Background: an optimization exercise with open tools, aiming at small area and a short achievable clock period. Do not read the settings as production practice. The RTL was checked by simulation tests, not by an equivalence proof against the original design. Power and IR drop assume default switching activity.

Setup of v26:
Design DSP48A1_simplified, start of the top module:
module DSP48A1_simplified (P, A, B, D, C, clk, rst_n);
  parameter OPERATION = "ADD";
  input [17:0] A, B, D;
  input [47:0] C;
  input clk, rst_n;
  output reg [47:0] P;
  reg [18:0] S;
  always @(posedge clk) S <= D + B;
  reg [9:0] BN, B1, B2;   
  reg [17:0] A_r;
  wire [21:0] sx = {2'b00, S, 1'b0};
  wire [2:0] bw0 = sx[2:0];
  wire [2:0] bw1 = sx[4:2];
  wire [2:0] bw2 = sx[6:4];
  wire [2:0] bw3 = sx[8:6];
  wire [2:0] bw4 = sx[10:8];
  wire [2:0] bw5 = sx[12:10];
  wire [2:0] bw6 = sx[14:12];
  wire [2:0] bw7 = sx[16:14];
  wire [2:0] bw8 = sx[18:16];
  wire [2:0] bw9 = sx[20:18];
  always @(posedge clk) begin
    A_r <= A;
    BN[0] <= rst_n & bw0[2] & ~(bw0[1] & bw0[0]);
    BN[1] <= rst_n & bw1[2] & ~(bw1[1] & bw1[0]);
    BN[2] <= rst_n & bw2[2] & ~(bw2[1] & bw2[0]);
    BN[3] <= rst_n & bw3[2] & ~(bw3[1] & bw3[0]);
    BN[4] <= rst_n & bw4[2] & ~(bw4[1] & bw4[0]);
    BN[5] <= rst_n & bw5[2] & ~(bw5[1] & bw5[0]);
    BN[6] <= rst_n & bw6[2] & ~(bw6[1] & bw6[0]);
    BN[7] <= rst_n & bw7[2] & ~(bw7[1] & bw7[0]);
    BN[8] <= rst_n & bw8[2] & ~(bw8[1] & bw8[0]);
    BN[9] <= rst_n & bw9[2] & ~(bw9[1] & bw9[0]);
    B1[0] <= rst_n & (bw0[1] ^ bw0[0]);
    B1[1] <= rst_n & (bw1[1] ^ bw1[0]);
    B1[2] <= rst_n & (bw2[1] ^ bw2[0]);
    B1[3] <= rst_n & (bw3[1] ^ bw3[0]);
    B1[4] <= rst_n & (bw4[1] ^ bw4[0]);
    B1[5] <= rst_n & (bw5[1] ^ bw5[0]);
    B1[6] <= rst_n & (bw6[1] ^ bw6[0]);
    B1[7] <= rst_n & (bw7[1] ^ bw7[0]);
    B1[8] <= rst_n & (bw8[1] ^ bw8[0]);
    B1[9] <= rst_n & (bw9[1] ^ bw9[0]);
    B2[0] <= rst_n & ((bw0[2] & ~bw0[1] & ~bw0[0]) | (~bw0[2] & bw0[1] & bw0[0]));
    B2[1] <= rst_n & ((bw1[2] & ~bw1[1] & ~bw1[0]) | (~bw1[2] & bw1[1] & bw1[0]));
    B2[2] <= rst_n & ((bw2[2] & ~bw2[1] & ~bw2[0]) | (~bw2[2] & bw2[1] & bw2[0]));
    B2[3] <= rst_n & ((bw3[2] & ~bw3[1] & ~bw3[0]) | (~bw3[2] & bw3[1] & bw3[0]));
  ...
Size: about 1500 cells after synthesis, ~220 flip-flops, roughly 16000 µm² of cells after synthesis.
export LEC_CHECK = 0
export CAP_MARGIN = 20
export CORE_MARGIN = 2
export CORE_UTILIZATION = 40
export SETUP_SLACK_MARGIN = 3.5
export SLEW_MARGIN = 20
export SYNTH_HIERARCHICAL = 1
export TNS_END_PERCENT = 0
create_clock -name core_clock -period 6.5 [get_ports {clk}]
standard.sh (not shown) runs the stock make flow with config.mk's settings and CLKGATE_MAP_FILE= SYNTH_SCRIPT=/design/flow/synth_recipe.tcl, a recipe that flattens the netlist after the stock synthesis.
==> flow/flow/run.sh <==
#!/bin/bash
# The standard layout (standard.sh: the standard synthesis, then ORFS to the
# routed layout), with two changes made through ORFS's own variables:
#  - the port buffers are plain buf_1 cells instead of the delay-cell buffers
#    that port buffering picks by default (every port still gets its own buffer);
#  - clock tree synthesis uses clkbuf_8 buffers with sink clusters of at most
#    14 flip-flops (80 um across) and no dummy loads, instead of clkbuf_16 leaves.
# All make/tool output goes to standard.log in this folder.
set -uo pipefail
export BUFFER_PORTS_ARGS="-buffer_cell sky130_fd_sc_hd__buf_1"
export CTS_ARGS="-sink_clustering_enable -repair_clock_nets -dont_use_dummy_load -buf_list sky130_fd_sc_hd__clkbuf_8 -sink_clustering_size 14 -sink_clustering_max_diameter 80"
bash standard.sh > standard.log 2>&1
Edits applied to the flow inputs when going from v26 to v12:
Settings: clearing TNS_END_PERCENT, which used to be 0; putting ABC_AREA at 1 where nothing was set.
==> flow/run.sh (new file) <==
#!/bin/bash
# synth_recipe.tcl (not shown) runs the flow's synth.tcl, then flattens the netlist and writes it again
# the make line also repeats each setting of config.mk as NAME=value (left out here)
make -C /OpenROAD-flow-scripts/flow DESIGN_CONFIG=/design/flow/config.mk WORK_HOME=/design/flow/orfs CLKGATE_MAP_FILE= SYNTH_SCRIPT=/design/flow/synth_recipe.tcl finish
removed: flow/flow/run.sh
removed: flow/standard.sh
==> comparison <==
Comparing the two runs side by side, v12 comes out behind v26 on wire length.
Going from v26 to v12, horizontal extent of the die grew slightly.
v26 → v12: post-synthesis compound-gate area fraction lower; met3 global-route usage higher.
Area growth from synthesis to final layout, v12 and v26: lower on v26
Side by side, final core utilization turned out higher in v12 than in v26.
Row critical path depth: v12 lower / v26 higher
Relative to v26, the standby leakage power measured on v12 has increased by more than a quarter.
Count of fill cells added during filler insertion, v12 and v26: higher on v26
| non-clock buffer count | lower: v26 |

========
Starting RTL as in the previous note.
==> flow/config.mk <==
export PLATFORM = sky130hd
export DESIGN_NAME = DSP48A1_simplified
export DESIGN_NICKNAME = DSP48A1_simplified
export VERILOG_FILES = /design/flow/design.v
export SDC_FILE = /design/flow/constraint.sdc
export NUM_CORES = 4
export LEC_CHECK = 0
export CAP_MARGIN = 20
export CORE_MARGIN = 2
export CORE_UTILIZATION = 40
export SETUP_SLACK_MARGIN = 3.5
export SLEW_MARGIN = 20
export SYNTH_HIERARCHICAL = 1
export TNS_END_PERCENT = 10
==> flow/constraint.sdc <==
create_clock -name core_clock -period 6.5 [get_ports {clk}]
set_input_delay 1.3000 -clock core_clock [delete_from_list [all_inputs] [get_ports {clk}]]
set_output_delay 1.3000 -clock core_clock [all_outputs]
set_load 0.01 [all_outputs]
==> flow/flow/run.sh <==
#!/bin/bash
set -uo pipefail
export BUFFER_PORTS_ARGS="-buffer_cell sky130_fd_sc_hd__buf_1"
export CTS_ARGS="-sink_clustering_enable -repair_clock_nets -dont_use_dummy_load -buf_list sky130_fd_sc_hd__clkbuf_8 -sink_clustering_size 14 -sink_clustering_max_diameter 80"
bash standard.sh > standard.log 2>&1
The starting point finished with timing, DRC and antenna clean.
Rerun with:
--- a/flow/flow/run.sh
+++ b/flow/flow/run.sh
@@ -1,3 +1,10 @@
 #!/bin/bash
+# The standard layout (standard.sh: the standard synthesis, then ORFS to the
+# routed layout), with two changes made through ORFS's own variables:
+#  - the port buffers are plain buf_1 cells instead of the delay-cell buffers
+#    that port buffering picks by default (every port still gets its own buffer);
+#  - clock tree synthesis uses clkbuf_8 buffers with sink clusters of at most
+#    14 flip-flops (80 um across) and no dummy loads, instead of clkbuf_16 leaves.
+# All make/tool output goes to standard.log in this folder.
 set -uo pipefail
 export BUFFER_PORTS_ARGS="-buffer_cell sky130_fd_sc_hd__buf_1"
- SETUP_SLACK_MARGIN: 3.5 -> 3.3
Effect: The changed run ran to the end with no violations; total power drops by 2.7%; critical path depth climbs by 2; final cell count drops by 2.2%; worst hold slack is about the same; worst setup slack got worse by 0.070 ns; flip-flop and latch count does not change; count of clock-buffer cells in the layout climbs by 1; maximum frequency drops by 2.2%; global-route usage drops by 1.2 points; routed wire length drops by 4.9%; combinational power drops by 4.3%.
Rerun with:
==> flow/run.sh (new file) <==
#!/bin/bash
# synth_recipe.tcl (not shown) runs the flow's synth.tcl, then flattens the netlist and writes it again
# the make line also repeats each setting of config.mk as NAME=value (left out here)
make -C /OpenROAD-flow-scripts/flow DESIGN_CONFIG=/design/flow/config.mk WORK_HOME=/design/flow/orfs CLKGATE_MAP_FILE= SYNTH_SCRIPT=/design/flow/synth_recipe.tcl finish
- SETUP_SLACK_MARGIN: 3.3 -> 3.5
- TNS_END_PERCENT: 10 -> not set
removed: flow/flow/run.sh
removed: flow/standard.sh
Result:
- The changed run finished clean
- setup slack improves by 0.024 ns
- first-iteration DRC count came out higher by 39%
- clock power came out higher by 87%
- final area came out higher by 20%
- hold slack degrades by 0.0084 ns
- via count came out higher by 10%
- total power came out higher by 19%
- global-route usage came out higher by 2.2 points
- sequential power came out lower by about 2%
- area after synthesis stays the same

## static timing again, ports no longer ideal
In the flow no input, the clock included, has a driving cell. The finished layouts below were timed again as built, in two steps.
Step 1 sets driving cells, clkbuf_16 on the clock port and buf_2 on the other inputs (assumed; they add their load-dependent delay and slew).
Step 2 adds t to the input delays and takes it off the output delays; t is the mean of the earliest and latest rising clock arrival at the registers after step 1. Input paths then give back, and output paths get back, about the clock's delay inside the block.
Slacks: ideal ports / drivers / drivers and shift; pairs: ideal ports / drivers.
run | t (ns) | slack for setup (ns) | latest minus earliest clock arrival (ns) | slew at the worst register clock pin (ns)
v26 | 0.576 | 3.341 / 3.341 / 2.844 | 0.037 / 0.037 | 0.10 / 0.10
v12 | 0.583 | 3.225 / 3.225 / 2.816 | 0.022 / 0.022 | 0.06 / 0.06
the first run of note 2 | 0.595 | 3.390 / 3.390 / 3.050 | 0.026 / 0.027 | 0.10 / 0.10
the second run of note 2 | 0.589 | 3.320 / 3.320 / 2.911 | 0.051 / 0.051 | 0.09 / 0.09
the third run of note 2 | 0.603 | 3.344 / 3.344 / 2.910 | 0.026 / 0.027 | 0.06 / 0.06
After both steps every run listed still meets setup and hold. For v26, which loses most, drivers alone change the setup slack by 0.000 ns; drivers and shift together by -0.497 ns.
